From an optimization exercise on the open Yosys and OpenROAD flow, aimed at small area; shortcuts taken in it are not production practice. Function was checked by simulation only, so behaviour that the tests miss may differ from the original. No activity file was given, so power comes from the tool's default toggle rates.

==> flow/design.v <==
`timescale 1ns / 1ps
module uart(
    input clk,  
    input rst,  
    input rx,  
    output tx,  
    input transmit,  
    input [7:0] tx_byte,  
    output received,  
    output [7:0] rx_byte,  
    output is_receiving,  
    output is_transmitting,  
    output recv_error  
    );
parameter CLOCK_DIVIDE = 651;  
parameter RX_IDLE = 0;
parameter RX_CHECK_START = 1;
parameter RX_READ_BITS = 2;
parameter RX_CHECK_STOP = 3;
parameter RX_DELAY_RESTART = 4;
parameter RX_ERROR = 5;
parameter RX_RECEIVED = 6;
parameter TX_IDLE = 0;
parameter TX_SENDING = 1;
parameter TX_DELAY_RESTART = 2;
reg [10:0] rx_clk_divider;
reg [10:0] tx_clk_divider;
reg [2:0] recv_state;
reg [5:0] rx_countdown;
reg [3:0] rx_bits_remaining;
reg [7:0] rx_data;
reg tx_out;
reg [1:0] tx_state;
reg [5:0] tx_countdown;
reg [3:0] tx_bits_remaining;
reg [7:0] tx_data;
assign received = (recv_state == RX_RECEIVED);
assign recv_error = (recv_state == RX_ERROR);
assign is_receiving = (recv_state != RX_IDLE);
assign rx_byte = rx_data;
assign tx = tx_out;
assign is_transmitting = tx_state != TX_IDLE;
reg [10:0] rx_clk_divider_n;
reg [10:0] tx_clk_divider_n;
reg [2:0] recv_state_n;
reg [5:0] rx_countdown_n;
reg [3:0] rx_bits_remaining_n;
reg [7:0] rx_data_n;
reg tx_out_n;
reg [1:0] tx_state_n;
reg [5:0] tx_countdown_n;
reg [3:0] tx_bits_remaining_n;
reg [7:0] tx_data_n;
always @(posedge clk) begin
  rx_clk_divider_n = rx_clk_divider;
  tx_clk_divider_n = tx_clk_divider;
  recv_state_n = recv_state;
  rx_countdown_n = rx_countdown;
  rx_bits_remaining_n = rx_bits_remaining;
  rx_data_n = rx_data;
  tx_out_n = tx_out;
  tx_state_n = tx_state;
  tx_countdown_n = tx_countdown;
  tx_bits_remaining_n = tx_bits_remaining;
  tx_data_n = tx_data;
  if (rst) begin
    recv_state_n = RX_IDLE;
    tx_state_n = TX_IDLE;
    rx_clk_divider_n = CLOCK_DIVIDE;
    tx_clk_divider_n = CLOCK_DIVIDE;
    rx_countdown_n = 0;
    tx_countdown_n = 0;
    rx_bits_remaining_n = 0;
    tx_bits_remaining_n = 0;
    rx_data_n = 0;
    tx_data_n = 0;
    tx_out_n = 1;
  end else begin
  rx_clk_divider_n = rx_clk_divider_n - 1;
  if (!rx_clk_divider_n) begin
    rx_clk_divider_n = CLOCK_DIVIDE;
    rx_countdown_n = rx_countdown_n - 1;
  end
  tx_clk_divider_n = tx_clk_divider_n - 1;
  if (!tx_clk_divider_n) begin
    tx_clk_divider_n = CLOCK_DIVIDE;
    tx_countdown_n = tx_countdown_n - 1;
  end
  case (recv_state_n)
    RX_IDLE: begin
      if (!rx) begin
        rx_clk_divider_n = CLOCK_DIVIDE;
        rx_countdown_n = 8;
        recv_state_n = RX_CHECK_START;
      end
    end
    RX_CHECK_START: begin
      if (!rx_countdown_n) begin
        if (!rx) begin
          rx_countdown_n = 16;
          rx_bits_remaining_n = 8;
          recv_state_n = RX_READ_BITS;
        end else begin
          recv_state_n = RX_ERROR;
        end
      end
    end
    RX_READ_BITS: begin
      if (!rx_countdown_n) begin
        rx_data_n = {rx, rx_data_n[7:1]};
        rx_countdown_n = 16;
        rx_bits_remaining_n = rx_bits_remaining_n - 1;
        recv_state_n = rx_bits_remaining_n ? RX_READ_BITS : RX_CHECK_STOP;
      end
    end
    RX_CHECK_STOP: begin
      if (!rx_countdown_n) begin
        recv_state_n = rx ? RX_RECEIVED : RX_ERROR;
      end
    end
    RX_DELAY_RESTART: begin
      recv_state_n = rx_countdown_n ? RX_DELAY_RESTART : RX_IDLE;
    end
    RX_ERROR: begin
      rx_countdown_n = 32;
      recv_state_n = RX_DELAY_RESTART;
    end
    RX_RECEIVED: begin
      recv_state_n = RX_IDLE;
    end
    default: recv_state_n = RX_IDLE;
  endcase
  case (tx_state_n)
    TX_IDLE: begin
      if (transmit) begin
        tx_data_n = tx_byte;
        tx_clk_divider_n = CLOCK_DIVIDE;
        tx_countdown_n = 16;
        tx_out_n = 0;
        tx_bits_remaining_n = 8;
        tx_state_n = TX_SENDING;
      end
    end
    TX_SENDING: begin
      if (!tx_countdown_n) begin
        if (tx_bits_remaining_n) begin
          tx_bits_remaining_n = tx_bits_remaining_n - 1;
          tx_out_n = tx_data_n[0];
          tx_data_n = {1'b0, tx_data_n[7:1]};
          tx_countdown_n = 16;
          tx_state_n = TX_SENDING;
        end else begin
          tx_out_n = 1;
          tx_countdown_n = 32;
          tx_state_n = TX_DELAY_RESTART;
        end
      end
    end
    TX_DELAY_RESTART: begin
      tx_state_n = tx_countdown_n ? TX_DELAY_RESTART : TX_IDLE;
    end
    default: tx_state_n = TX_IDLE;
  endcase
  end
  rx_clk_divider <= rx_clk_divider_n;
  tx_clk_divider <= tx_clk_divider_n;
  recv_state <= recv_state_n;
  rx_countdown <= rx_countdown_n;
  rx_bits_remaining <= rx_bits_remaining_n;
  rx_data <= rx_data_n;
  tx_out <= tx_out_n;
  tx_state <= tx_state_n;
  tx_countdown <= tx_countdown_n;
  tx_bits_remaining <= tx_bits_remaining_n;
  tx_data <= tx_data_n;
end
endmodule
`timescale 1ns / 1ps
module lab4(
  input  clk,
  input  reset_n,
  input  [3:0] usr_btn,
  output [3:0] usr_led,
  input  uart_rx,
  output uart_tx
);
localparam [1:0] S_MAIN_INIT = 0, S_MAIN_PROMPT = 1,
                 S_MAIN_WAIT_KEY = 2, S_MAIN_HELLO = 3;
localparam [1:0] S_UART_IDLE = 0, S_UART_WAIT = 1,
                 S_UART_SEND = 2, S_UART_INCR = 3;
wire print_enable, print_done;
reg [4:0] send_counter;
reg [1:0] P, P_next;
reg [1:0] Q, Q_next;
reg [23:0] init_counter;
wire transmit;
wire received;
wire [7:0] rx_byte;
reg  [7:0] rx_temp;
wire [7:0] tx_byte;
wire is_receiving;
wire enter_pressed;
wire is_transmitting;
wire recv_error;
uart uart(
  .clk(clk),
  .rst(~reset_n),
  .rx(uart_rx),
  .tx(uart_tx),
  .transmit(transmit),
  .tx_byte(tx_byte),
  .received(received),
  .rx_byte(rx_byte),
  .is_receiving(is_receiving),
  .is_transmitting(is_transmitting),
  .recv_error(recv_error)
);
localparam MEM_SIZE = 32;
localparam PROMPT_STR = 0;
localparam HELLO_STR = 16;
reg [7:0] rom_byte;
always @(*) begin
  case (send_counter)
    5'd0:  rom_byte = 8'h0D;
    5'd1:  rom_byte = 8'h0A;
    5'd2:  rom_byte = "P";
    5'd3:  rom_byte = "r";
    5'd4:  rom_byte = "e";
    5'd5:  rom_byte = "s";
    5'd6:  rom_byte = "s";
    5'd7:  rom_byte = " ";
    5'd8:  rom_byte = "E";
    5'd9:  rom_byte = "n";
    5'd10: rom_byte = "t";
    5'd11: rom_byte = "e";
    5'd12: rom_byte = "r";
    5'd13: rom_byte = ":";
    5'd14: rom_byte = " ";
    5'd15: rom_byte = 8'h00;
    5'd16: rom_byte = "H";
    5'd17: rom_byte = "e";
    5'd18: rom_byte = "l";
    5'd19: rom_byte = "l";
    5'd20: rom_byte = "o";
    5'd21: rom_byte = ",";
    5'd22: rom_byte = " ";
    5'd23: rom_byte = "W";
    5'd24: rom_byte = "o";
    5'd25: rom_byte = "r";
    5'd26: rom_byte = "l";
    5'd27: rom_byte = "d";
    5'd28: rom_byte = "!";
    5'd29: rom_byte = 8'h0D;
    5'd30: rom_byte = 8'h0A;
    default: rom_byte = 8'h00;
  endcase
end
assign usr_led = usr_btn;
assign enter_pressed = (rx_temp == 8'h0D);
assign tx_byte = rom_byte;
always @(posedge clk) begin
  if (~reset_n) P <= S_MAIN_INIT;
  else P <= P_next;
end
always @(*) begin  
  case (P)
    S_MAIN_INIT:  
	   if (init_counter < 1000) P_next = S_MAIN_INIT;
		else P_next = S_MAIN_PROMPT;
    S_MAIN_PROMPT:  
      if (print_done) P_next = S_MAIN_WAIT_KEY;
      else P_next = S_MAIN_PROMPT;
    S_MAIN_WAIT_KEY:  
      if (enter_pressed) P_next = S_MAIN_HELLO;
      else P_next = S_MAIN_WAIT_KEY;
    S_MAIN_HELLO:  
      if (print_done) P_next = S_MAIN_INIT;
      else P_next = S_MAIN_HELLO;
  endcase
end
assign print_enable = (P != S_MAIN_PROMPT && P_next == S_MAIN_PROMPT) ||
                  (P == S_MAIN_WAIT_KEY && P_next == S_MAIN_HELLO);
assign print_done = (tx_byte == 8'h0);
always @(posedge clk) begin
  if (~reset_n) init_counter <= 0;
  else if (P == S_MAIN_INIT) init_counter <= init_counter + 1;
  else init_counter <= 0;
end
always @(posedge clk) begin
  if (~reset_n) Q <= S_UART_IDLE;
  else Q <= Q_next;
end
always @(*) begin  
  case (Q)
    S_UART_IDLE:  
      if (print_enable) Q_next = S_UART_WAIT;
      else Q_next = S_UART_IDLE;
    S_UART_WAIT:  
      if (is_transmitting == 1) Q_next = S_UART_SEND;
      else Q_next = S_UART_WAIT;
    S_UART_SEND:  
      if (is_transmitting == 0) Q_next = S_UART_INCR;  
      else Q_next = S_UART_SEND;
    S_UART_INCR:
      if (tx_byte == 8'h0) Q_next = S_UART_IDLE;  
      else Q_next = S_UART_WAIT;
  endcase
end
assign transmit = (Q_next == S_UART_WAIT || print_enable);
always @(posedge clk) begin
  if (~reset_n) send_counter <= PROMPT_STR;
  else case (P_next)
    S_MAIN_INIT: send_counter <= PROMPT_STR;
    S_MAIN_WAIT_KEY: send_counter <= HELLO_STR;
    default: send_counter <= send_counter + (Q_next == S_UART_INCR);
  endcase
end
always @(posedge clk) begin
  if (~reset_n) rx_temp <= 8'h0;
  else rx_temp <= (received)? rx_byte : 8'h0;
end
endmodule
==> flow/run.sh <==
#!/bin/bash
# synth_recipe.tcl (not shown) runs the flow's synth.tcl, then flattens the netlist and writes it again
# the make line also repeats each setting of config.mk as NAME=value (left out here)
make -C /OpenROAD-flow-scripts/flow DESIGN_CONFIG=/design/flow/config.mk WORK_HOME=/design/flow/orfs CLKGATE_MAP_FILE= SYNTH_SCRIPT=/design/flow/synth_recipe.tcl finish
==> flow/config.mk <==
export PLATFORM = sky130hd
export DESIGN_NAME = lab4
export DESIGN_NICKNAME = lab4
export VERILOG_FILES = /design/flow/design.v
export SDC_FILE = /design/flow/constraint.sdc
export NUM_CORES = 4
export LEC_CHECK = 0
export CAP_MARGIN = 20
export CORE_MARGIN = 2
export CORE_UTILIZATION = 40
export PLACE_DENSITY = 0.6
export SLEW_MARGIN = 20
==> flow/constraint.sdc <==
create_clock -name core_clock -period 10.0 [get_ports {clk}]
set_input_delay 2.0000 -clock core_clock [delete_from_list [all_inputs] [get_ports {clk}]]
set_output_delay 2.0000 -clock core_clock [all_outputs]
set_load 0.01 [all_outputs]
==> out/summary.md, run 1 <==
Dividing the detail-routed wire length by the instance count gives 13.5 um. The tools report the remaining max-slew budget at the tightest pin as 35.3%. After detailed routing, the number of vias per cell comes to 5.47. The highest metal layer carrying signal wires in the routed design is met4. The worst setup path is launched from a primary input. Floorplan die width: 124 um. In this run switching power makes up 25.2% of total power. The tools report the internal power consumption as 0.675 mW.

Of the total power, combinational logic draws 7.0%. The ratio of total power to cell area came out at 146 nW/um2. For this design, the slowest cell found on the critical path is clkdlybuf4s50_1. The total setup violations reported at the end of the flow was 0; the reported max-cap violation count was 0. The static leakage was 2.24 nW. At the end of the flow, the number of nets in the layout was 703. The area share of the largest cell type after synthesis is 38.6%, and the slew at the pin closest to its max-slew limit is 0.968 ns. The area growth from synthesis to layout is 7.74%.

Power spent charging and discharging nets: 0.227 mW. For this configuration, the core starts out at a cell density of 41.1%. In this run the standard cell core region covers 14,000 um2.

After synthesis, the cell types taking the most area are dfxtp_1, nor2_1, xnor2_1, ha_1, nand2_1. The clock-pin slew on the worst setup and hold paths is 0.07 ns. Via count of the first global-routing pass: 4,302. In the synthesized netlist, the cells that appear most often are dfxtp_1, nor2_1, nand2_1. The post-synthesis net count was 716; the die span in y was 124 um. Number of unique standard cell types used by synthesis: 73. The first-pass iteration count of the detailed router came out at 5. The worst setup path is captured at a flop. Adding up every negative setup slack in the final design gives 0 ns.

The floorplan step defined a die boundary enclosing 15,400 um2. The worst path buffer plus inverter count was 3; the global router's overall resource usage was 16.1%. Critical path required time: 10.25 ns.

In the finished design, the share of the clock period the worst path needs comes to 45.5%. The maximum clock frequency was 220 MHz; the wire length of the first global-routing pass was 19,900 um. The quantity of hold-fixing buffers added after cts is 0. Counting along the longest clock path gives a buffer depth of 2. TritonCTS created 9 clock buffers.

The power share of the sequential group was 52.3%. In this run the number of H-tree levels came out at 3. The critical path is of the in -> reg type. The detail route stage leaves a number of antenna-violating nets equal to 0.

dfxtp_1 is the most common cell in the netlist. For this run, design rule violations remaining after detail routing come to 0. The run gives 2 as the count of warnings emitted by yosys. For the clock share of power, the log shows 40.7%. The count of standard-cell rows is 43. The run finished with no timing, DRC or antenna violations. The ratio of cells with drive above 1 in the final layout is 6.30%, and the wire length on met3 is 304 um. The congestion estimate from routability-driven global placement came to 0.900. The detailed router finished its first iteration with 288 violations. The worst path needs 4.55 ns of the cycle, external delays included. The tools report the total number of clock tree sinks as 111.

In this run the mean area of a mapped cell was 8.34 um2. The tools report the number of cells produced by synthesis as 690. The logs give 0 for the number of failing hold endpoints at the final stage and 4,716 for the total number of vias.

The critical path arrival is 4.80 ns, and the maximum fanout along the worst path is 28. Leading area contributor after synthesis: dfxtp_1. Across the VDD grid, the largest voltage drop is 74.9 uV. For the final database, setup skew stands at 0.0105 ns. After legalization and detailed placement, the total HPWL measured 8290 um.

In the final routing, the length of wire on met1 measures 5720 um. The total overflow left after global routing is 0. The tools report the number of antenna violations at the first check in global routing as 0. The number of instances resized during post-cts repair is 0. In the synthesized netlist the dominant register cell turns out to be dfxtp_1. Traced cell by cell, the critical path runs through clkdlybuf4s50_1 > buf_4 > o2111ai_1 > nor2_1 > inv_1 > ha_1 > o21ai_0 > nor2_1 > a221oi_1 > nor3_1 > a21o_1. The fraction of registers with async set/reset works out to 0%. For the worst hold margin, the log shows 0.462 ns. Summed over all layers, the routed wires come to 11,600 um. The type of the most critical hold path is reg -> reg.

For the number of max-slew violations in the final report, the log shows 0. In this run the cell area of the synthesized design comes to 5750 um2. Setup repair after global routing left no endpoint under its margin.

TritonCTS built the clock tree. Entering global routing, the biggest net connects 29 pins. Counting flops and latches in the post-synthesis netlist gives 111.

The repair_antennas step left the layout with diodes totalling 0. The clock tree root buffer cell is clkbuf_16. In this run the tool buffered the top-level ports with 3 buffer cells. The later pin in the worst-skew pair is clocked with a latency of 0.35 ns. The gate family responsible for the most delay along the worst path was compound AO/OA/AOI/OAI gates. Met2 layer wire length in the routed design: 5470 um. Yosys mapped a number of flops with a built-in enable equal to 0.

Sequential cells were found to cover 38.6% of the synthesized design area. Pin placement for this block handled 12 I/O pins. The post-CTS repair timing setup buffer count is 0, and the delay contributed by the slowest stage of the critical path is 0.47 ns.

The most numerous cell on the critical path is nor2_1.
-- layout make-up --
cell class                      instances  area, um2
Tap cell                              180        225
Clock inverter                          7       77.6
Timing Repair Buffer                    7       60.1
Multi-Input combinational cell        511       3250
Clock buffer                            9        225
Sequential cell                       111       2220
Inverter                               37        139
Fill cell                            1411       7790
-- routing by layer --
metal,vias up,track usage (%)
met1,2226,21.3
li1,2412,-
met4,0,5.76
met3,10,3.02
met5,-,0
met2,68,26.3
-- power groups by stage --
stage               clock (mW)  sequential (mW)  combinational (mW)
floorplan                    0            0.470              0.0627
global placement             0            0.482              0.0611
detailed placement           0            0.482              0.0629
CTS                      0.381            0.472              0.0634
global route             0.402            0.475              0.0709
finish                   0.367            0.472              0.0631
-- registers in the layout (all words and copies together) (netlist names), 2 cells and up --
name and flops:
uart.recv_state 3, uart.tx_data 7, uart.tx_clk_divider 11, tx_byte 7, send_counter 5, init_counter 24, P 2, Q 2
rx_temp 8, uart.rx_countdown 6, uart.rx_data 8, uart.tx_state 2, uart.tx_bits_remaining 4, uart.rx_clk_divider 11, uart.tx_countdown 6, uart.rx_bits_remaining 4
-- through the flow --
| stage | total power [mW] | utilization, % | setup WS (ns) | std cells | area, um2 |
|---|---|---|---|---|---|
| after floorplan | 0.533 | - | 5.88 | 690 | 5750 |
| after detailed placement | 0.545 | 42.1 | 5.15 | 846 | 5900 |
| after global placement | 0.543 | 42.1 | 5.23 | 845 | 5890 |
| final | 0.903 | 44.3 | 5.45 | 862 | 6200 |
| after CTS | 0.916 | 44.3 | 5.53 | 862 | 6200 |
| after global routing | 0.949 | 44.3 | 5.20 | 862 | 6200 |
-- layout by cell type, fill, tap and decap left out, types with 9 or more instances in the layout --
| master | count |
|---|---|
| nand2_1 | 56 |
| nor3_1 | 27 |
| nor4_1 | 13 |
| ha_1 | 19 |
| xor2_1 | 19 |
| mux2i_1 | 13 |
| inv_1 | 36 |
| dfxtp_1 | 111 |
| xnor2_1 | 30 |
| clkbuf_16 | 9 |
| and2_1 | 12 |
| a21oi_1 | 35 |
| o21ai_0 | 30 |
| or3_1 | 11 |
| and3_1 | 9 |
| nand3_1 | 18 |
| nor2_1 | 95 |
-- logic make-up (layout without fill, tap and decap cells) --
| group | Yosys count | count (layout) | share of synthesized area [%] |
|---|---|---|---|
| mux | 17 | 17 | 3.09 |
| fa+ha+maj | 19 | 19 | 4.13 |
| simple gates | 290 | 290 | 25.2 |
| compound gates | 136 | 136 | 16.5 |
| xor+xnor | 49 | 49 | 7.46 |
| buf+inv | 68 | 60 | 5.00 |
| flops | 111 | 111 | 38.6 |
-- path summary, 6_finish.rpt --
kind	end	slack, ns	from	cells past startpoint
max	tx_byte[4]	5.45	reset_n	11
min	uart.tx_clk_divider[0]	0.46	uart.tx_clk_divider[0]	1
max reg2reg	uart.tx_data[5]	6.42	uart.tx_clk_divider[0]	9
min reg2reg	uart.tx_clk_divider[0]	0.46	uart.tx_clk_divider[0]	1
==> inputs of run 2 (changes only) <==
==> flow/design.v (replaced) <==
`timescale 1ns / 1ps
module uart(
  input  clk,
  input  reset_n,
  input  rx,
  output enter
);
localparam integer DIV  = 651;
localparam integer BIT  = 16 * DIV;
localparam integer HALF = 8 * DIV;
localparam [7:0] KEY = 8'h0D;
reg [13:0] rtm;
reg [3:0]  rc;
reg        match;
wire [2:0] ksel = rc[2:0] - 3'd1;
always @(posedge clk) begin
  if (~reset_n) begin
    rc <= 4'd15;
  end else if (rc[3:1] == 3'b111) begin
    if (~rx) begin
      rc  <= 4'd0;
      rtm <= HALF - 1;
    end else
      rc <= 4'd15;
  end else if (rc == 4'd12) begin
    rc <= 4'd14;
  end else if (rc == 4'd13) begin
    rc <= 4'd15;
  end else if (rtm == 14'd0) begin
    rtm <= BIT - 1;
    if (rc == 4'd0) begin
      rc    <= rx ? 4'd10 : 4'd1;
      match <= 1'b1;
    end else if (rc <= 4'd8) begin
      rc    <= rc + 4'd1;
      match <= match & (rx == KEY[ksel]);
    end else if (rc == 4'd9) begin
      rc <= rx ? (match ? 4'd12 : 4'd13) : 4'd10;
    end else if (rc == 4'd10) begin
      rc <= 4'd11;
    end else begin
      rc <= 4'd15;
    end
  end else begin
    rtm <= rtm - 14'd1;
  end
end
assign enter = (rc == 4'd14);
endmodule
`timescale 1ns / 1ps
module lab4(
  input  clk,
  input  reset_n,
  input  [3:0] usr_btn,
  output [3:0] usr_led,
  input  uart_rx,
  output uart_tx
);
localparam integer DIV   = 651;        
localparam integer INITD = 1000;       
localparam integer BIT   = 16 * DIV;   
assign usr_led = usr_btn;
wire enter;
uart uart(
  .clk(clk),
  .reset_n(reset_n),
  .rx(uart_rx),
  .enter(enter)
);
reg [13:0] ttm;
reg [3:0]  slot;
reg [3:0]  bidx;
reg        str;    
wire tev = (ttm == 14'd0);
always @(posedge clk) begin
  if (~reset_n) begin
    slot <= 4'd11;
    bidx <= 4'd0;
    str  <= 1'b0;
    ttm  <= INITD;
  end else if (slot == 4'd12) begin
    if (enter) begin
      slot <= 4'd0;
      ttm  <= BIT - 1;
    end
  end else if (tev) begin
    if (slot == 4'd10) begin
      if (bidx == 4'd14) begin
        bidx <= 4'd0;
        str  <= ~str;
        slot <= str ? 4'd11 : 4'd12;
        ttm  <= INITD;
      end else begin
        bidx <= bidx + 4'd1;
        slot <= 4'd0;
        ttm  <= BIT - 1;
      end
    end else begin
      slot <= (slot == 4'd11) ? 4'd0 : slot + 4'd1;
      ttm  <= (slot == 4'd9) ? BIT + 1 : BIT - 1;
    end
  end else begin
    ttm <= ttm - 14'd1;
  end
end
reg [7:0] rom_byte;
always @(*) begin
  case ({str, bidx})
    5'd0:  rom_byte = 8'h0D;
    5'd1:  rom_byte = 8'h0A;
    5'd2:  rom_byte = "P";
    5'd3:  rom_byte = "r";
    5'd4:  rom_byte = "e";
    5'd5:  rom_byte = "s";
    5'd6:  rom_byte = "s";
    5'd7:  rom_byte = " ";
    5'd8:  rom_byte = "E";
    5'd9:  rom_byte = "n";
    5'd10: rom_byte = "t";
    5'd11: rom_byte = "e";
    5'd12: rom_byte = "r";
    5'd13: rom_byte = ":";
    5'd14: rom_byte = " ";
    5'd16: rom_byte = "H";
    5'd17: rom_byte = "e";
    5'd18: rom_byte = "l";
    5'd19: rom_byte = "l";
    5'd20: rom_byte = "o";
    5'd21: rom_byte = ",";
    5'd22: rom_byte = " ";
    5'd23: rom_byte = "W";
    5'd24: rom_byte = "o";
    5'd25: rom_byte = "r";
    5'd26: rom_byte = "l";
    5'd27: rom_byte = "d";
    5'd28: rom_byte = "!";
    5'd29: rom_byte = 8'h0D;
    5'd30: rom_byte = 8'h0A;
    default: rom_byte = 8'h00;
  endcase
end
wire [2:0] bsel = slot[2:0] - 3'd1;
assign uart_tx = (slot == 4'd0) ? 1'b0 :
                 (slot <= 4'd8) ? rom_byte[bsel] : 1'b1;
endmodule
==> run 2 against run 1 <==
Die area is 44% lower. Power is 40% lower. Cell count is 44% lower. Sequential share of layout area is 5.8 points lower. Clock-buffer cell count is 3 lower. Flip-flop and latch count is 69 lower. Non-clock buffer count is 3 lower. Utilization is 1.4 points lower. Largest power group unchanged.
==> out/summary.md, run 2 <==
The worst supply voltage drop on vdd was 57.0 uV. At the end of the flow the core is filled with cells to 42.9%. For this run, the leading register cell type out of synthesis is dfxtp_1. The total number of clock tree sinks was 42.

The total number of vias was 2,772; the setup TNS was 0 ns. The final worst-path cycle share is 50.7%. From bottom edge to top edge, the die measures 92.7 um. For the total routed wirelength, the log shows 7140 um. The number of clock buffers added by TritonCTS is 5. Net switching is 34.2% of the power. Counting I/O delays and the setup requirement, the final critical path takes 5.07 ns. The tree is rooted in a clkbuf_8. TritonCTS built the clock tree. The H-tree was split into 2 levels. Of all cell types, the one taking the most synthesized area is dfxtp_1.

The repair_antennas step left the layout with diodes totalling 0. During synthesis, Yosys emitted a total of 2 warnings. For the pin with the worst max-slew slack, the measured transition is 0.760 ns. The worst hold path begins at ttm[9]. Yosys mapped a number of flops with a built-in enable equal to 15. The worst setup path is launched from a flop. For the number of antenna violations at the first check in global routing, the log shows 0. Combinational logic burns 27.8% of the power. The congestion estimate from routability-driven global placement came to 0.862.

Sorting the synthesized cells by area gives the leading types as dfxtp_1, edfxtp_1, ha_1, o21ai_0, nand2_1. The net count of the finished layout is 410. The number of instances resized during post-cts repair is 0. The internal portion of the total power is 0.355 mW. The run gives 47.2% as the power share of the sequential group. Max-cap violations in this run came to 0. Startpoint of the worst setup timing path: bidx[1]. The number of unique standard cell types used by synthesis came out at 58.

Of the cells placed in the final design, the portion with a size suffix greater than 1 is 4.69%. Setup repair after global routing left no endpoint under its margin. The floorplan die area came out at 8590 um2. Sequential elements use 31.5% of the synthesized area. The post-CTS repair timing setup buffer count was 0; the remaining max-slew budget at the tightest pin was 48.7%.

Area share of the largest cell type after synthesis: 17.2%. The logs give 17.3% for the global router's overall resource usage and 3.07 ns for the critical path arrival. The tools report the static leakage as 1.11 nW. The clock-pin slew on the worst setup and hold paths is 0.08 ns, and the count of input and output buffers is 3. For this run, asynchronously set or reset flops after synthesis account for 0%. For the power spent charging and discharging nets, the log shows 0.185 mW. The clock share of power was 25.0%; the number of ports placed on the die boundary was 12. The maximum clock frequency came out at 197 MHz. The first-pass iteration count of the detailed router was 4; the post-synthesis net count was 425.

At the worst endpoint, the required time is 8.00 ns. The min-delay analysis places its worst path in the category reg -> reg. The logs give 0 for the number of max-slew violations in the final report and 0 for the total setup violations reported at the end of the flow. Type of the worst setup path: reg -> out. The synthesized netlist occupies a cell area of 3140 um2. For the number of cells produced by synthesis, the log shows 398. Dividing the detail-routed via count by the number of cells gives 5.70. The number of failing hold endpoints at the final stage was 0. The total area inside the core boundary comes to 7690 um2.

The clock reaches the later pin of the worst-skew pair after 0.29 ns. In this run the worst path has a maximum fanout of 12. The detailed router finished its first iteration with 143 violations.

The count of state elements after synthesis works out to 42. The maximum number of pins on one net before global-route repair is 27, and the ratio of total power to cell area is 164 nW/um2. The worst setup path is captured at a primary output.

After detailed routing, the average wire length per cell comes to 14.7 um. The maximum count of clock buffers along a single path is 2, and the layout overhead on the synthesized area is 4.85%. The initialized floorplan defines 32 standard-cell rows.

The run finished with no timing, DRC or antenna violations. In this run the remaining antenna-violating nets after routing total 0. The largest registers in the layout are ttm (14), uart.rtm (14). Yosys instantiated no cell more often than nand2_1. In the synthesized netlist, the cells that appear most often are nand2_1, nor2_1, o21ai_0.

The library cells used most frequently in the layout, excluding fill and tap cells, are nand2_1, nor2_1, o21ai_0. On the final layout, the worst hold slack is 0.505 ns. For the via count of the first global-routing pass, the log shows 2,489. For this configuration, the core starts out at a cell density of 40.9%. The floorplan die width is 92.7 um. In the routed design, unresolved DRC markers number 0. The wire-length estimate of the detail-placed layout is 5180 um. Averaged over all synthesized cells, the footprint is 7.90 um2. After filler insertion, the fill cell instance count of the layout stands at 785. The quantity of hold-fixing buffers added after cts is 0, and the final global-route overflow total is 0. The leading cell type in the layout, fill and taps excluded was nand2_1. The first global-routing pass estimated 12,100 um of wire. The clock skew after layout came out at 0.00627 ns. In this run the critical register-to-register path is launched from ttm[0].
[run 2: worst paths after layout]
path,slack (ns),cells past startpoint,endpoint
hold reg to reg,0.50,2,ttm[9]
setup / recovery,4.93,9,uart_tx
setup reg to reg,7.17,7,bidx[3]
hold / removal,0.50,2,ttm[9]
[run 2: power groups by stage]
| stage | clock, mW | sequential [mW] | combinational [mW] |
|---|---|---|---|
| 2_1_floorplan | 0 | 0.241 | 0.131 |
| 3_3_place_gp | 0 | 0.257 | 0.149 |
| 3_5_place_dp | 0 | 0.258 | 0.151 |
| 4_1_cts | 0.140 | 0.254 | 0.152 |
| 5_1_grt | 0.147 | 0.261 | 0.173 |
| 6_report | 0.135 | 0.255 | 0.150 |
[run 2: critical path: stages (launching register included)]
cell,delay (ns)
dfxtp_1,0.57
inv_1,0.17
ha_1,0.37
nor2b_1,0.16
or4_1,0.49
a21oi_1,0.15
o22ai_1,0.08
a221oi_1,0.22
a211oi_1,0.07
clkdlybuf4s50_1,0.48
[run 2: routing by layer]
metal  global-route usage [%]  routed length (um)  up-vias
met5                        0                   0        -
met4                     4.53                  62        0
met3                     3.34                 252        6
met2                     27.6                3250       57
met1                     24.0                3580     1287
li1                         -                   -     1422
[run 2: cell type report]
cell class,count,area (um2),share of cell area (%)
clock buffers,6,72.6,2.20
clock inverters,2,37.5,1.14
inverters,18,67.6,2.05
multi-input cells,312,1960,59.5
flip-flops and latches,42,991,30.1
well taps,102,128,3.87
repair buffers,4,37.5,1.14
[run 2: cells by family after synthesis]
logic type                 share of synthesized area (%)
and+or+nand+nor                                     25.5
adders and majority gates                           7.96
buffers and inverters                               6.05
AOI/OAI and AO/OA                                   24.4
muxes                                              0.995
xor gates and xnor gates                            3.62
DFF                                                 31.5
[run 2: stage by stage]
stage / instance area (um2) / setup WS [ns] / power, mW / instances
after floorplan: 3140 / 5.88 / 0.371 / 398
after global placement: 3190 / 5.29 / 0.406 / 478
after detailed placement: 3190 / 5.27 / 0.409 / 478
after CTS: 3300 / 4.94 / 0.546 / 486
after global routing: 3300 / 4.74 / 0.580 / 486
final: 3300 / 4.93 / 0.539 / 486
==> inputs of run 3 (changes only) <==
--- a/flow/design.v
+++ b/flow/design.v
@@ -5,29 +5,27 @@
   input  rx,
   output enter
 );
-localparam integer DIV  = 651;
-localparam integer BIT  = 16 * DIV;
-localparam integer HALF = 8 * DIV;
 localparam [7:0] KEY = 8'h0D;
+localparam [13:0] R_END  = 14'h1337;
+localparam [13:0] R_MASK = 14'h2FEE;
+localparam [13:0] R_HALF = 14'h23EB;    
+localparam [13:0] R_BIT  = 14'h2129;    
 reg [13:0] rtm;
 reg [3:0]  rc;
 reg        match;
+wire rev = ((rtm ^ R_END) & R_MASK) == 14'd0;
+wire [13:0] rstep = {rtm[12:0], rtm[13] ^ rtm[12]};
 wire [2:0] ksel = rc[2:0] - 3'd1;
 always @(posedge clk) begin
   if (~reset_n) begin
     rc <= 4'd15;
   end else if (rc[3:1] == 3'b111) begin
-    if (~rx) begin
-      rc  <= 4'd0;
-      rtm <= HALF - 1;
-    end else
-      rc <= 4'd15;
+    rc  <= rx ? 4'd15 : 4'd0;
   end else if (rc == 4'd12) begin
     rc <= 4'd14;
   end else if (rc == 4'd13) begin
     rc <= 4'd15;
-  end else if (rtm == 14'd0) begin
-    rtm <= BIT - 1;
+  end else if (rev) begin
     if (rc == 4'd0) begin
       rc    <= rx ? 4'd10 : 4'd1;
       match <= 1'b1;
@@ -41,9 +39,12 @@
     end else begin
       rc <= 4'd15;
     end
-  end else begin
-    rtm <= rtm - 14'd1;
   end
+end
+always @(posedge clk) begin
+  if (rc[3:1] == 3'b111) rtm <= R_HALF;
+  else if (rev) rtm <= R_BIT;
+  else rtm <= rstep;
 end
 assign enter = (rc == 4'd14);
 endmodule
@@ -56,9 +57,6 @@
   input  uart_rx,
   output uart_tx
 );
-localparam integer DIV   = 651;        
-localparam integer INITD = 1000;       
-localparam integer BIT   = 16 * DIV;   
 assign usr_led = usr_btn;
 wire enter;
 uart uart(
@@ -67,40 +65,44 @@
   .rx(uart_rx),
   .enter(enter)
 );
+localparam [13:0] T_END  = 14'h05B8;
+localparam [13:0] T_MASK = 14'h36FB;
+localparam [13:0] T_BIT  = 14'h1475;    
+localparam [13:0] T_BIT2 = 14'h351D;    
+localparam [13:0] T_INIT = 14'h3571;    
 reg [13:0] ttm;
 reg [3:0]  slot;
 reg [3:0]  bidx;
 reg        str;    
-wire tev = (ttm == 14'd0);
+wire tev = ((ttm ^ T_END) & T_MASK) == 14'd0;
+wire [13:0] tstep = {ttm[12:0], ttm[13] ^ ttm[12]};
 always @(posedge clk) begin
   if (~reset_n) begin
     slot <= 4'd11;
     bidx <= 4'd0;
     str  <= 1'b0;
-    ttm  <= INITD;
+    ttm  <= T_INIT;
   end else if (slot == 4'd12) begin
-    if (enter) begin
-      slot <= 4'd0;
-      ttm  <= BIT - 1;
-    end
+    ttm <= T_BIT;
+    if (enter) slot <= 4'd0;
   end else if (tev) begin
     if (slot == 4'd10) begin
       if (bidx == 4'd14) begin
         bidx <= 4'd0;
         str  <= ~str;
         slot <= str ? 4'd11 : 4'd12;
-        ttm  <= INITD;
+        ttm  <= T_INIT;
       end else begin
         bidx <= bidx + 4'd1;
         slot <= 4'd0;
-        ttm  <= BIT - 1;
+        ttm  <= T_BIT;
       end
     end else begin
       slot <= (slot == 4'd11) ? 4'd0 : slot + 4'd1;
-      ttm  <= (slot == 4'd9) ? BIT + 1 : BIT - 1;
+      ttm  <= (slot == 4'd9) ? T_BIT2 : T_BIT;
     end
   end else begin
-    ttm <= ttm - 14'd1;
+    ttm <= tstep;
   end
 end
 reg [7:0] rom_byte;
==> run 3 against run 2 <==
Clock skew is 0.0029 ns higher. Non-clock buffer count shrank 1. Synthesized cell count is 21% lower. Flip-flop and latch count stayed put. Synthesized area decreased by 15%. Worst setup slack better by 0.10 ns. Via count down 24%. Sequential power fell by 11%.
==> out/summary.md, run 3 <==
The final layout net count is 326, and the total setup violations reported at the end of the flow is 0. The ratio of total power to cell area came out at 169 nW/um2. Setup repair after global routing left no endpoint under its margin. The endpoint of the worst register-to-register path was uart.rc[2].

The start point of the worst hold path is ttm[11]. For this run, the leading register cell type out of synthesis is dfxtp_1. Traced cell by cell, the critical path runs through inv_2 > ha_1 > nor2_1 > a211oi_1 > a211o_1 > a32o_1 > a31oi_1 > clkdlybuf4s50_1.

Measured in cells, the most critical reg-to-reg path has a length of 6. Headroom to the max-slew limit came out at 48.1%. For this block, the routed nets add up to 5260 um of wire.

The ratio of cells with drive above 1 in the final layout is 8.28%, and the die span in y is 85.6 um. The first-pass iteration count of the detailed router was 4. Leading area contributor after synthesis: dfxtp_1. The synthesized netlist occupies a cell area of 2670 um2.

Sorting the synthesized cells by area gives the leading types as dfxtp_1, ha_1, nand2_1, a21oi_1, nand2b_1. The die covers 7340 um2. The routed layout has 2,110 vias.

Type of the worst setup path: reg -> out. The total CTS buffers is 5, and the area share of the largest cell type after synthesis is 30.8%. After the first detailed-routing iteration, the DRC count stood at 122. Summing all placed instances gives a cell area of 2660 um2.

The layout overhead on the synthesized area works out to 3.71%. Max-cap violations in this run came to 0. The run gives 0.844 as the global placer's final weighted congestion. The commonest cells after synthesis are dfxtp_1, nand2_1, nor2_1.

The number of different library cells used by synthesis comes to 64. The final standard cell area without fillers was 2770 um2. The critical path crosses 8 cells after its start point. The sequential area share after synthesis came out at 31.9%. The number of max-slew violations in the final report was 0. The root buffer cell chosen for the clock tree is clkbuf_8. For flop-to-flop paths, the worst setup slack is 7.95 ns. The total number of clock tree sinks was 42.

In this run the static leakage power is 1.21 nW. For the pin with the worst max-slew slack, the measured transition is 0.778 ns. For the remaining number of nets flagged by the antenna check after routing, the log shows 0.

The most critical setup path has its endpoint at uart_tx. The post-synthesis net count came out at 338. The count of state elements after synthesis was 42; the fraction of registers with async set/reset was 0%. The run gives 111 uV as the worst supply voltage drop on vdd. Type of the most critical hold path: reg -> reg. The number of buffers and inverters on the critical path is 2. The tools report the area of the core region as 6390 um2.

TritonCTS built the clock tree. Global routing consumed, over all layers together, 15.5% of the routing resources. The routed length per instance is 13.9 um, and the quantity of hold-fixing buffers added after cts is 0. Timing would allow up to 201 MHz. The largest registers in the layout are ttm (14), uart.rtm (14). Gate family responsible for the most delay along the worst path: flip-flops. The library cell contributing the largest single delay on the critical path is dfxtp_1. The library cell used most frequently in the layout, excluding fill and tap cells, is dfxtp_1.

The first global-routing pass estimated 9210 um of wire. The startpoint of the worst setup timing path was bidx[2]. The number of flops mapped to enable cells by yosys came out at 1. The sort of element at the end of the critical path was a primary output. In the layout the commonest cells are dfxtp_1, nand2_1, nor2_1.

The average instance in the mapped netlist occupies 8.52 um2. In this run the tool buffered the top-level ports with 3 buffer cells. The worst setup path is launched from a flop. The worst path needs 4.97 ns of the cycle, external delays included.

The delay contributed by the slowest stage of the critical path was 0.83 ns; the number of ports placed on the die boundary was 12. CTS built an H-tree with a depth of 2. The via count of the first global-routing pass is 1,904.

The tools report the final routed DRC violation total as 0. Gates resized during post-CTS repair numbered 0. The critical path arrival was 2.97 ns; the routed via count divided by cell count was 5.57. The insertion delay of the later-clocked pin in the worst-skew pair is 0.30 ns, and the final global-route overflow total is 0.

The run gives 3860 um as the HPWL after detailed placement. Clock-pin slew was measured on the worst setup and hold paths at 0.07 ns. The logs give 0 for the number of antenna violations at the first check in global routing and 0 for the number of antenna cells inserted. The run gives 2 as the maximum count of clock buffers along a single path. The die is 85.6 um wide.

For this run, the number of Yosys warnings is 2. The initialized floorplan defines 29 standard-cell rows. In the finished design, the share of the clock period the worst path needs comes to 49.7%.

For the clock skew after layout, the log shows 0.00914 ns. The most repeated cell in the gate-level netlist after synthesis is dfxtp_1. The number of failing hold endpoints at the final stage came out at 0. The maximum number of pins on one net before global-route repair is 25, and the maximum fanout along the worst path is 24.

The run finished with no timing, DRC or antenna violations. The worst hold margin was 0.417 ns. Data on the critical path is required at its endpoint by 8.00 ns. For the post-CTS repair timing setup buffer count, the log shows 0. For the number of cells produced by synthesis, the log shows 313. The initial utilization of the core area, before any placement, comes to 41.8%. The tools report the startpoint of the most critical register-to-register path as uart.rc[1]. The setup TNS is 0 ns.
-- run 3: metrics by stage --
stage	power (mW)	setup WS [ns]	instances	util (%)
after floorplan	0.327	5.88	313	-
after global placement	0.348	5.43	371	41.7
after detailed placement	0.350	5.37	371	41.7
after CTS	0.473	5.04	379	43.3
after global routing	0.504	4.81	379	43.3
final	0.468	5.03	379	43.3
-- run 3: cell families (layout without fill, tap and decap cells) --
logic type / Yosys count / in the layout / share of synthesized area, %
flops: 42 / 42 / 31.9
simple gates: 124 / 124 / 27.9
mux: 5 / 5 / 2.35
buf+inv: 39 / 28 / 7.32
fa+ha+maj: 18 / 18 / 8.45
xor+xnor: 5 / 5 / 1.64
compound gates: 80 / 80 / 20.4
-- run 3: layout make-up --
cell class / instances / area [um2]
sequential: 42 / 851
clock inverter: 2 / 10.0
tap: 77 / 96.3
clock buffer: 6 / 93.8
multi-input combinational: 232 / 1620
inverter: 17 / 63.8
timing repair buffer: 3 / 30.0
fill: 648 / 3620
-- run 3: where the power goes --
| part | internal, mW | switching (mW) |
|---|---|---|
| logic | 0.0581 | 0.0621 |
| registers | 0.200 | 0.0269 |
| clock network | 0.0634 | 0.0580 |
-- run 3: how the worst min path moves through the flow --
stage | depth (start not counted) | to | slack [ns]
finish | 1 | ttm[12] | 0.42
global route | 1 | ttm[12] | 0.43
CTS | 1 | uart.rtm[5] | 0.42
detailed placement | 1 | ttm[12] | 0.41
global placement | 1 | ttm[12] | 0.39
floorplan | 1 | uart.rtm[5] | 0.39
-- run 3: metal layers --
layer  up-vias  part of all wire [%]  track usage, %
met5         -                     0               0
met4         0                  0.95            3.90
met3         6                   4.4            4.04
met2        47                    43            22.3
met1       973                    52            23.0
li1       1084                     -               -
==> inputs of run 4 (changes only) <==
==> flow/flow/run.sh (new file) <==
#!/bin/bash
# Own layout flow: the standard flow (standard.sh), with two changes:
#  - synthesis maps the logic with an area-oriented ABC script (area.abc) and
#    without ORFS's adder extraction; everything else in synthesis, and so the
#    registers, their names and cell types, is synth_recipe.tcl unchanged;
#  - clock tree synthesis uses CTS_ARGS below (no dummy loads, big clusters).
# Each tool's output stays in orfs/logs/; make's own output goes to flow.log.
set -euo pipefail
W=$(pwd)
export MY_WORK=$W
export MY_ABC_SCRIPT=$W/flow/area.abc
CTS="-sink_clustering_enable -repair_clock_nets -dont_use_dummy_load"
CTS="$CTS -buf_list ${MY_CTS_BUF:-sky130_fd_sc_hd__clkbuf_8} -sink_clustering_size 60 -sink_clustering_max_diameter 300"
bash standard.sh SYNTH_SCRIPT=$W/flow/synth.tcl ADDER_MAP_FILE= "CTS_ARGS=$CTS" finish > $W/flow.log 2>&1
==> flow/flow/area.abc (new file) <==
strash
&get -n
&fraig -x
&put
scorr
dc2
strash
&get -n
&deepsyn -T 60 -S 1
&dch -f
&nf -p -R 1000
&put
==> flow/flow/synth.tcl (new file) <==
# synth_recipe.tcl with ORFS's abc call given our own script (area.abc) and no
# delay target; every other step, and the flatten/rename at the end, is
# synth_recipe.tcl's own.
proc abc {args} {
  set i [lsearch -exact $args -script]
  if { $i >= 0 } { set args [lreplace $args $i [expr {$i + 1}] -script $::env(MY_ABC_SCRIPT)] }
  set j [lsearch -exact $args -D]
  if { $j >= 0 } { set args [lreplace $args $j [expr {$j + 1}]] }
  yosys abc {*}$args
}
source $::env(MY_WORK)/synth_recipe.tcl
==> flow/standard.sh (new file) <==
#!/bin/bash
# synth_recipe.tcl (not shown) runs the flow's synth.tcl, then flattens the netlist and writes it again
# the make line also repeats each setting of config.mk as NAME=value (left out here)
make -C /OpenROAD-flow-scripts/flow DESIGN_CONFIG=/design/flow/config.mk WORK_HOME=/design/flow/orfs CLKGATE_MAP_FILE= SYNTH_SCRIPT=/design/flow/synth_recipe.tcl "${@:-finish}"
removed: flow/run.sh
==> run 4 against run 3 <==
First-iteration DRC count is 3.3% lower. Worst hold slack better by 0.0025 ns. Fmax down 3.9%. Clock-buffer cell count decreased by 1. Synthesized cell count shrank 29%. Still clean on timing, DRC and antenna. Die area down 30%. Utilization is 2.0 points higher.
==> out/summary.md, run 4 <==
The run finished with no timing, DRC or antenna violations. Of all nets on the critical path, the largest fanout is 16. The HPWL after detailed placement is 2490 um. Counting flops with an async set or reset pin after synthesis yields a share of 0%. Clock skew on the completed layout was measured at 0.0196 ns. The logs give 0 for the number of max-slew violations in the final report and 45.3% for the post-layout utilization of the core.

The kind of start point of the critical path was a flop. For this run, the top clock speed supported by timing is 193 MHz. The multiplexer area fraction after synthesis is 0%, and the final standard cell area without fillers is 1990 um2. The logs give 0 for the number of antenna violations at the first check in global routing and 0 ns for the setup TNS. The clock network burns 25.2% of the power. Of the total power, the share spent switching nets is 27.2%. Combinational group share of total power: 16.0%. Ranked by total cell area, the synthesized netlist is headed by dfxtp_1, nand2_1, o21ai_0, nor2_1, a21oi_1. Ratio of cells with drive above 1 in the final layout: 2.64%. The finished layout holds 279 standard cells, fillers aside. Power comes to 0.375 mW. The run gives 229 as the post-synthesis net count. The count of input and output buffers is 3, and the area share of the largest cell type after synthesis is 44.5%.

The worst hold margin was 0.419 ns; the maximum count of clock buffers along a single path was 2. The logs give 0 for the number of instances resized during post-cts repair and 0 for the number of antenna cells inserted. After filler insertion, the fill cell instance count of the layout stands at 452.

IR analysis of the VDD net gives a maximum drop of 141 uV. The layout overhead on the synthesized area came out at 7.67%. After the first detailed-routing iteration, the DRC count stood at 118. The reported max-cap violation count is 0. Count of state elements after synthesis: 42. The tools report the first-pass iteration count of the detailed router as 4.

The number of ports placed on the die boundary was 12. Most repeated cell in the gate-level netlist after synthesis: dfxtp_1. The simple-gate share of the synthesized area is 30.3%, and the number of unique standard cell types used by synthesis is 41. The ratio of total power to cell area was 189 nW/um2.

The number of cells produced by synthesis was 222; the slew at the pin closest to its max-slew limit was 0.629 ns. By area, the combinational part of the netlist is dominated by simple AND/OR/NAND/NOR gates. The via count of the first global-routing pass is 1,381. The path class of the tightest hold or removal check is reg -> reg. The sort of element at the end of the critical path is a primary output.

The sequential area share after synthesis was 46.1%. The slack of the critical path was 4.83 ns. The run gives 5.21 ns as the pre-CTS setup slack.

For this configuration, the core starts out at a cell density of 42.1%. The total number of vias came out at 1,549. Dividing the detail-routed via count by the number of cells gives 5.55.

The tools report the count of standard-cell rows as 24. Leaving out fill and tap cells, the most frequent cells in the layout are dfxtp_1, nand2_1, nor2_1. For the worst setup path, the data required time is 8.00 ns. The number of flops mapped to enable cells by yosys works out to 1.

At the end of the flow, the number of nets in the layout was 236. For the number of H-tree branching levels, the log shows 2. For the worst flop-to-flop path, the logic depth is 8. The leading area contributor after synthesis is dfxtp_1.

Clock tree root buffer cell: clkbuf_8. The die is 71.9 um tall. The largest registers in the layout are ttm (14), uart.rtm (14). The core region is 4380 um2.

The fraction of synthesized cell area in xor and xnor cells came out at 1.90%. The power share of the sequential group is 58.7%. By count the netlist is led by dfxtp_1, nand2_1, nor2_1. The floorplan die area is 5170 um2, and the final global-route overflow total is 0. The number of setup buffers added after CTS is 0.

The type of the worst setup path is reg -> out. Counting I/O delays and the setup requirement, the final critical path takes 5.17 ns. For this design, the CTS-stage hold fixing added 0 buffers. Placed standard-cell area: 1920 um2.

Counting tap cells, the placed design contains a total of 274 instances. Maximum number of pins on one net before global-route repair: 19. For the total number of clock tree sinks, the log shows 42. The clock reaches the later pin of the worst-skew pair after 0.29 ns. The first global-routing pass estimated 6270 um of wire. Leaving out fill and tap cells, the most frequent cell in the layout is dfxtp_1. After detailed routing, the average wire length per cell comes to 13.1 um. For this design the static power due to leakage is 0.744 nW.

The number of instances on the worst hold path works out to 1. Most used flip-flop cell after synthesis: dfxtp_1. The area fraction in compound gates after synthesis is 19.0%, and the area of combinational cells with multiple inputs is 945 um2.

The total routed wirelength is 3660 um, and the combined area of all synthesized cells is 1840 um2. Summed over all nets, the switching power comes to 0.102 mW. In the final layout, flip-flops and latches occupy 851 um2. The critical path arrival was 3.17 ns; the total CTS buffers was 5. The global router's overall resource usage was 15.3%. The logs give 2 for the count of warnings emitted by yosys and 0.956 for the global placer's final weighted congestion.

TritonCTS built the clock tree. Final worst-path cycle share: 51.7%. Measured along the x axis, the die boundary spans 71.9 um. Clock-pin slew was measured on the worst setup and hold paths at 0.06 ns. The logs give 0 for the number of failing hold endpoints at the final stage and 0 for the final routed DRC violation total. The remaining max-slew budget at the tightest pin was 57.9%; the internal power consumption was 0.273 mW. The average cell area after synthesis was 8.31 um2; the remaining number of nets flagged by the antenna check after routing was 0. Setup violations remaining at the end of the flow were counted as 0.

Of the total synthesized cell area, the portion taken by full adders, half adders and majority gates is 0%. Setup repair after global routing left no endpoint under its margin.
==> run 4: final cells by class <==
cell class / instances / area share [%]
Inverter: 5 / 0.945
Clock buffer: 5 / 3.47
Timing Repair Buffer: 4 / 1.89
Tap cell: 52 / 3.28
Sequential cell: 42 / 42.8
Multi-Input combinational cell: 171 / 47.6
==> run 4: final timing paths <==
kind / to / start / slack, ns
worst max-delay path: uart_tx / bidx[2] / 4.83
worst max register to register: bidx[2] / ttm[12] / 7.58
worst min register to register: ttm[12] / ttm[11] / 0.42
worst min-delay path: ttm[12] / ttm[11] / 0.42
==> run 4: critical path, cell delays in order (launching register included) <==
cell and delay (ns):
dfxtp_1 0.62, nand2_1 0.23, a21o_1 0.25, nand2_1 0.07, a32oi_1 0.06, and4_1 0.24, o32ai_1 0.14, nand2_1 0.10
a2111oi_0 0.44, a22oi_1 0.12, nor2_1 0.10, a21oi_1 0.05, clkdlybuf4s50_1 0.48
==> run 4: cells by family after synthesis <==
family / count (synthesis)
buf+inv: 9
simple gates: 111
flops: 42
xor+xnor: 4
compound gates: 56
==> run 4: power by group through the flow <==
stage / Combinational [mW] / Clock [mW] / Sequential [mW]
2_1_floorplan: 0.0508 / 0 / 0.218
3_3_place_gp: 0.0602 / 0 / 0.224
3_5_place_dp: 0.0607 / 0 / 0.224
4_1_cts: 0.0613 / 0.0994 / 0.220
5_1_grt: 0.0706 / 0.104 / 0.224
6_report: 0.0601 / 0.0945 / 0.220
==> run 4: metal layers <==
metal	share of wire [%]	vias up	global-route usage, %	wire [um]
met5	0	-	0	0
met4	1.9	0	6.08	70
met3	4.8	8	4.72	177
met2	41	37	21.2	1500
met1	52	694	22.1	1920
li1	-	810	-	-
==> inputs of run 5 (changes only) <==
--- a/flow/design.v
+++ b/flow/design.v
@@ -78,28 +78,28 @@
 wire [13:0] tstep = {ttm[12:0], ttm[13] ^ ttm[12]};
 always @(posedge clk) begin
   if (~reset_n) begin
-    slot <= 4'd11;
-    bidx <= 4'd0;
+    slot <= 4'd14;
+    bidx <= 4'd11;
     str  <= 1'b0;
     ttm  <= T_INIT;
-  end else if (slot == 4'd12) begin
+  end else if (slot == 4'd10) begin
     ttm <= T_BIT;
-    if (enter) slot <= 4'd0;
+    if (enter) slot <= 4'd15;
   end else if (tev) begin
-    if (slot == 4'd10) begin
-      if (bidx == 4'd14) begin
-        bidx <= 4'd0;
+    if (slot == 4'd9) begin
+      if (bidx == 4'd13) begin
+        bidx <= 4'd11;
         str  <= ~str;
-        slot <= str ? 4'd11 : 4'd12;
+        slot <= str ? 4'd14 : 4'd10;
         ttm  <= T_INIT;
       end else begin
-        bidx <= bidx + 4'd1;
-        slot <= 4'd0;
+        bidx <= {bidx[2:0], ~(bidx[3] ^ bidx[0])};
+        slot <= 4'd15;
         ttm  <= T_BIT;
       end
     end else begin
-      slot <= (slot == 4'd11) ? 4'd0 : slot + 4'd1;
-      ttm  <= (slot == 4'd9) ? T_BIT2 : T_BIT;
+      slot <= slot + 4'd1;
+      ttm  <= (slot == 4'd8) ? T_BIT2 : T_BIT;
     end
   end else begin
     ttm <= tstep;
@@ -108,40 +108,38 @@
 reg [7:0] rom_byte;
 always @(*) begin
   case ({str, bidx})
-    5'd0:  rom_byte = 8'h0D;
-    5'd1:  rom_byte = 8'h0A;
-    5'd2:  rom_byte = "P";
-    5'd3:  rom_byte = "r";
-    5'd4:  rom_byte = "e";
-    5'd5:  rom_byte = "s";
-    5'd6:  rom_byte = "s";
-    5'd7:  rom_byte = " ";
-    5'd8:  rom_byte = "E";
-    5'd9:  rom_byte = "n";
-    5'd10: rom_byte = "t";
-    5'd11: rom_byte = "e";
-    5'd12: rom_byte = "r";
-    5'd13: rom_byte = ":";
-    5'd14: rom_byte = " ";
-    5'd16: rom_byte = "H";
-    5'd17: rom_byte = "e";
-    5'd18: rom_byte = "l";
-    5'd19: rom_byte = "l";
-    5'd20: rom_byte = "o";
-    5'd21: rom_byte = ",";
-    5'd22: rom_byte = " ";
-    5'd23: rom_byte = "W";
-    5'd24: rom_byte = "o";
-    5'd25: rom_byte = "r";
-    5'd26: rom_byte = "l";
-    5'd27: rom_byte = "d";
-    5'd28: rom_byte = "!";
-    5'd29: rom_byte = 8'h0D;
-    5'd30: rom_byte = 8'h0A;
+    5'd11: rom_byte = 8'h0D;
+    5'd7: rom_byte = 8'h0A;
+    5'd14: rom_byte = 8'h50;
+    5'd12: rom_byte = 8'h72;
+    5'd8: rom_byte = 8'h65;
+    5'd0: rom_byte = 8'h73;
+    5'd1: rom_byte = 8'h73;
+    5'd2: rom_byte = 8'h20;
+    5'd5: rom_byte = 8'h45;
+    5'd10: rom_byte = 8'h6E;
+    5'd4: rom_byte = 8'h74;
+    5'd9: rom_byte = 8'h65;
+    5'd3: rom_byte = 8'h72;
+    5'd6: rom_byte = 8'h3A;
+    5'd13: rom_byte = 8'h20;
+    5'd27: rom_byte = 8'h48;
+    5'd23: rom_byte = 8'h65;
+    5'd30: rom_byte = 8'h6C;
+    5'd28: rom_byte = 8'h6C;
+    5'd24: rom_byte = 8'h6F;
+    5'd16: rom_byte = 8'h2C;
+    5'd17: rom_byte = 8'h20;
+    5'd18: rom_byte = 8'h57;
+    5'd21: rom_byte = 8'h6F;
+    5'd26: rom_byte = 8'h72;
+    5'd20: rom_byte = 8'h6C;
+    5'd25: rom_byte = 8'h64;
+    5'd19: rom_byte = 8'h21;
+    5'd22: rom_byte = 8'h0D;
+    5'd29: rom_byte = 8'h0A;
     default: rom_byte = 8'h00;
   endcase
 end
-wire [2:0] bsel = slot[2:0] - 3'd1;
-assign uart_tx = (slot == 4'd0) ? 1'b0 :
-                 (slot <= 4'd8) ? rom_byte[bsel] : 1'b1;
+assign uart_tx = slot[3] ? ~&slot : rom_byte[slot[2:0]];
 endmodule
==> run 5 against run 4 <==
Fmax up 8.5%. Flip-flop and latch count unchanged. Power is 4.0% higher. Via count down 6.2%. Non-clock buffer count is 1 lower. Worst setup slack improved by 0.40 ns. Critical endpoint unchanged. Largest cell class unchanged. Highest routed layer unchanged.
==> out/summary.md, run 5 <==
CTS built an H-tree with a depth of 2. The count of buffers added on input and output ports is 3. The most repeated cell in the gate-level netlist after synthesis is dfxtp_1. The worst setup path is launched from a flop. The leading area contributor after synthesis was dfxtp_1. Across the whole layout, storage elements account for 851 um2.

Summing over every cut layer, the via total after detailed routing is 1,453. The number of flops mapped to enable cells by yosys was 1. After technology mapping, the gate count stands at 206. Counting flops and latches in the post-synthesis netlist gives 42.

The worst hold path begins at uart.rtm[4]. For this run, design rule violations remaining after detail routing come to 0. The tools report the static leakage as 0.721 nW. The worst path uses 47.6% of the clock period.

The number of antenna violations at the first check in global routing is 0. VDD sags by at most 59.2 uV. The total routed wirelength was 3460 um.

The tools report the first-iteration detailed-routing DRC count as 91. Clock tree synthesis inserted a total of 5 buffers. The repair_antennas step left the layout with diodes totalling 0. Global routing finished with a remaining overflow of 0.

For the first-pass iteration count of the detailed router, the log shows 4. The die covers 5010 um2. The run gives 0 as the number of max-slew violations in the final report. The startpoint of the worst setup timing path is slot[0].

The clock tree root buffer cell was clkbuf_8. The die is 70.8 um tall. The detailed router put a total of 1830 um of wire on met1. The largest registers in the layout are ttm (14), uart.rtm (14). In this run the standard cell core region covers 4320 um2. Summing all multi-input logic gate instances after layout gives 870 um2.

The ratio of total power to cell area is 203 nW/um2. The logs give 12 for the number of ports placed on the die boundary and 257 for the number of cells in the design after placement. After the last flow step, the layout net total stands at 219. The tools report the slack of the critical path as 5.24 ns. The quantity of hold-fixing buffers added after cts is 0. The logs give 41.3% for the effective utilization at floorplan and 0 for the total setup violations reported at the end of the flow. In the final routed layout, each cell accounts on average for 13.2 um. Endpoint of the worst register-to-register path: str. The combined area of all synthesized cells is 1780 um2.

The logs give 0.802 for the global placer's final weighted congestion and 0 for the number of failing hold endpoints at the final stage. TritonCTS built the clock tree. After detailed routing, the met3 layer carries 174 um of wire.

The critical path arrival was 2.76 ns; the maximum fanout along the worst path was 14. Setup repair after global routing left no endpoint under its margin. A synthesized cell averages 8.66 um2. Reported max-cap violation count: 0. Fill cells in the final layout number 439. In the synthesized netlist, the cells that appear most often are dfxtp_1, nand2_1, a21oi_1. STA classifies the critical path endpoint as a primary output. The slew at the pin closest to its max-slew limit is 0.949 ns, and the clock skew after layout is 0.0188 ns. Leaving out fill and tap cells, the most frequent cells in the layout are dfxtp_1, nand2_1, a21oi_1. Leaving out fill and tap cells, the most frequent cell in the layout is dfxtp_1. In the synthesized netlist the dominant register cell turns out to be dfxtp_1. Wire segments on met2 add up to 1400 um in the final route.

The setup path with the least slack is of type reg -> out. Global routing used 14.7% of the available tracks across all layers. Counting distinct cell types in the post-synthesis netlist gives 38. Area share of the largest cell type after synthesis: 46.0%. After detailed routing, the number of vias per cell comes to 5.55.

Entering global routing, the biggest net connects 18 pins. The sum of internal, switching and leakage power was 0.390 mW. The worst register-to-register path begins at ttm[12].

The most numerous cell on the critical path is nor2_1. The slack of the worst reg-to-reg path is 7.57 ns, and the clock-pin slew on the worst setup and hold paths is 0.07 ns. In this run the post-CTS setup repair buffer count came out at 0. Sequential elements use 47.7% of the synthesized area. The run finished with no timing, DRC or antenna violations. The library cell contributing the largest single delay on the critical path was dfxtp_1. Worst setup path endpoint: uart_tx. The logs give 0 for the number of instances resized during post-cts repair and 2 for the count of warnings emitted by yosys. Detailed placement ended at an HPWL of 2390 um. The final instance count without filler cells came out at 262. By area the synthesized netlist is led by dfxtp_1, nand2_1, a21oi_1, o21ai_0, and3_1.

The remaining number of nets flagged by the antenna check after routing came out at 0. Count of standard-cell rows: 24. When the netlist entered floorplanning its net count stood at 213.

For the setup TNS, the log shows 0 ns. The floorplan die width is 70.8 um, and the delay contributed by the slowest stage of the critical path is 0.62 ns. The clock period could shrink to 4.76 ns. Via count of the first global-routing pass: 1,317. The tightest min-delay check is of the reg -> reg type.

The area growth from synthesis to layout is 7.50%. The uppermost layer routed is met4. For this run, the top clock speed supported by timing is 210 MHz. Traced cell by cell, the critical path runs through clkinv_1 > nor2_1 > a2111oi_0 > a21oi_1 > nand2_1 > nor2_1 > a211oi_1 > a21o_1 > a32oi_1 > clkdlybuf4s50_1. Of the cells placed in the final design, the portion with a size suffix greater than 1 is 2.38%. In this run the tightest slew margin relative to its limit is 36.3%. Counting flops with an async set or reset pin after synthesis yields a share of 0%. For the worst-skew pair, the clock arrives at the later sink with an insertion delay of 0.30 ns.

Data on the critical path is required at its endpoint by 8.00 ns. The clock passes through at most 2 buffers. Before CTS, the worst setup slack after placement is 5.57 ns. The clock drives 42 sinks. For the worst flop-to-flop path, the logic depth is 8. Wire length of the first global-routing pass: 5910 um.
## run 5: area by class of cell
cell class	count	area share (%)
Tap cell	52	3.39
Multi-Input combinational cell	151	45.3
Timing Repair Buffer	3	1.57
Clock buffer	5	3.59
Inverter	9	1.76
Sequential cell	42	44.4
## run 5: how the worst min path moves through the flow
stage / to / slack [ns] / cells past startpoint
after floorplan: uart.rtm[5] / 0.39 / 1
after global placement: uart.rtm[5] / 0.39 / 1
after detailed placement: uart.rtm[5] / 0.39 / 1
after CTS: uart.rtm[5] / 0.41 / 1
after global routing: uart.rtm[5] / 0.42 / 1
final: uart.rtm[5] / 0.41 / 1
## run 5: report_power, final
part           total, mW  internal (mW)  switching (mW)
clock network     0.0970         0.0450          0.0520
logic             0.0674         0.0312          0.0362
registers          0.225          0.200          0.0252
total              0.390          0.276           0.113
## run 5: routing by layer
metal | track usage, % | vias to the layer above
met5 | 0 | -
met4 | 6.50 | 0
met3 | 5.13 | 6
met2 | 21.0 | 40
met1 | 20.2 | 651
li1 | - | 756
## run 5: logic make-up after synthesis
family / share of synthesized area, %
and+or+nand+nor: 23.4
xor gates and xnor gates: 2.95
buffers and inverters: 3.58
AOI/OAI and AO/OA: 22.4
DFF: 47.7
## run 5: critical path, delay by kind of cell, from the launching register on
kind / cells / cell delay (ns)
compound gates: 5 / 0.70
flops: 1 / 0.62
simple gates: 3 / 0.39
buf+inv: 2 / 0.79
## run 5: through the flow
step           utilization [%]  hold slack (ns)  area [um2]
6_report                  44.4            0.408        1920
5_1_grt                   44.4            0.423        1920
4_1_cts                   44.4            0.410        1920
3_5_place_dp              42.8            0.392        1850
3_3_place_gp              42.8            0.388        1850
2_1_floorplan                -            0.386        1780

## separate check: timing with driven ports
The results above use ideal ports. As a check the final layouts listed here were re-extracted and re-timed, cells and wires unchanged. Step 1 assumes that a clkbuf_16 drives the clock port and a buf_2 every other input. Step 2, shift: input delay + t, output delay - t, t = (earliest + latest rising clock arrival at the registers) / 2. This alone moves slack from input paths to output paths. Three values: ideal ports, drivers, drivers and shift; two values: the first two.
run | shift t [ns] | slack for setup (ns) | hold WS [ns]
run 1 | 0.388 | 5.449 / 5.464 / 5.077 | 0.462 / 0.462 / 0.462
run 2 | 0.323 | 4.934 / 4.902 / 5.225 | 0.505 / 0.505 / 0.505
run 3 | 0.324 | 5.033 / 5.005 / 5.328 | 0.417 / 0.417 / 0.417
run 4 | 0.309 | 4.832 / 4.806 / 5.116 | 0.419 / 0.419 / 0.419
run 5 | 0.315 | 5.235 / 5.207 / 5.522 | 0.408 / 0.408 / 0.408
After both steps every run listed still meets setup and hold. The setup slack of run 1, which loses most, moves by +0.015 ns with the drivers and by -0.372 ns with both steps.
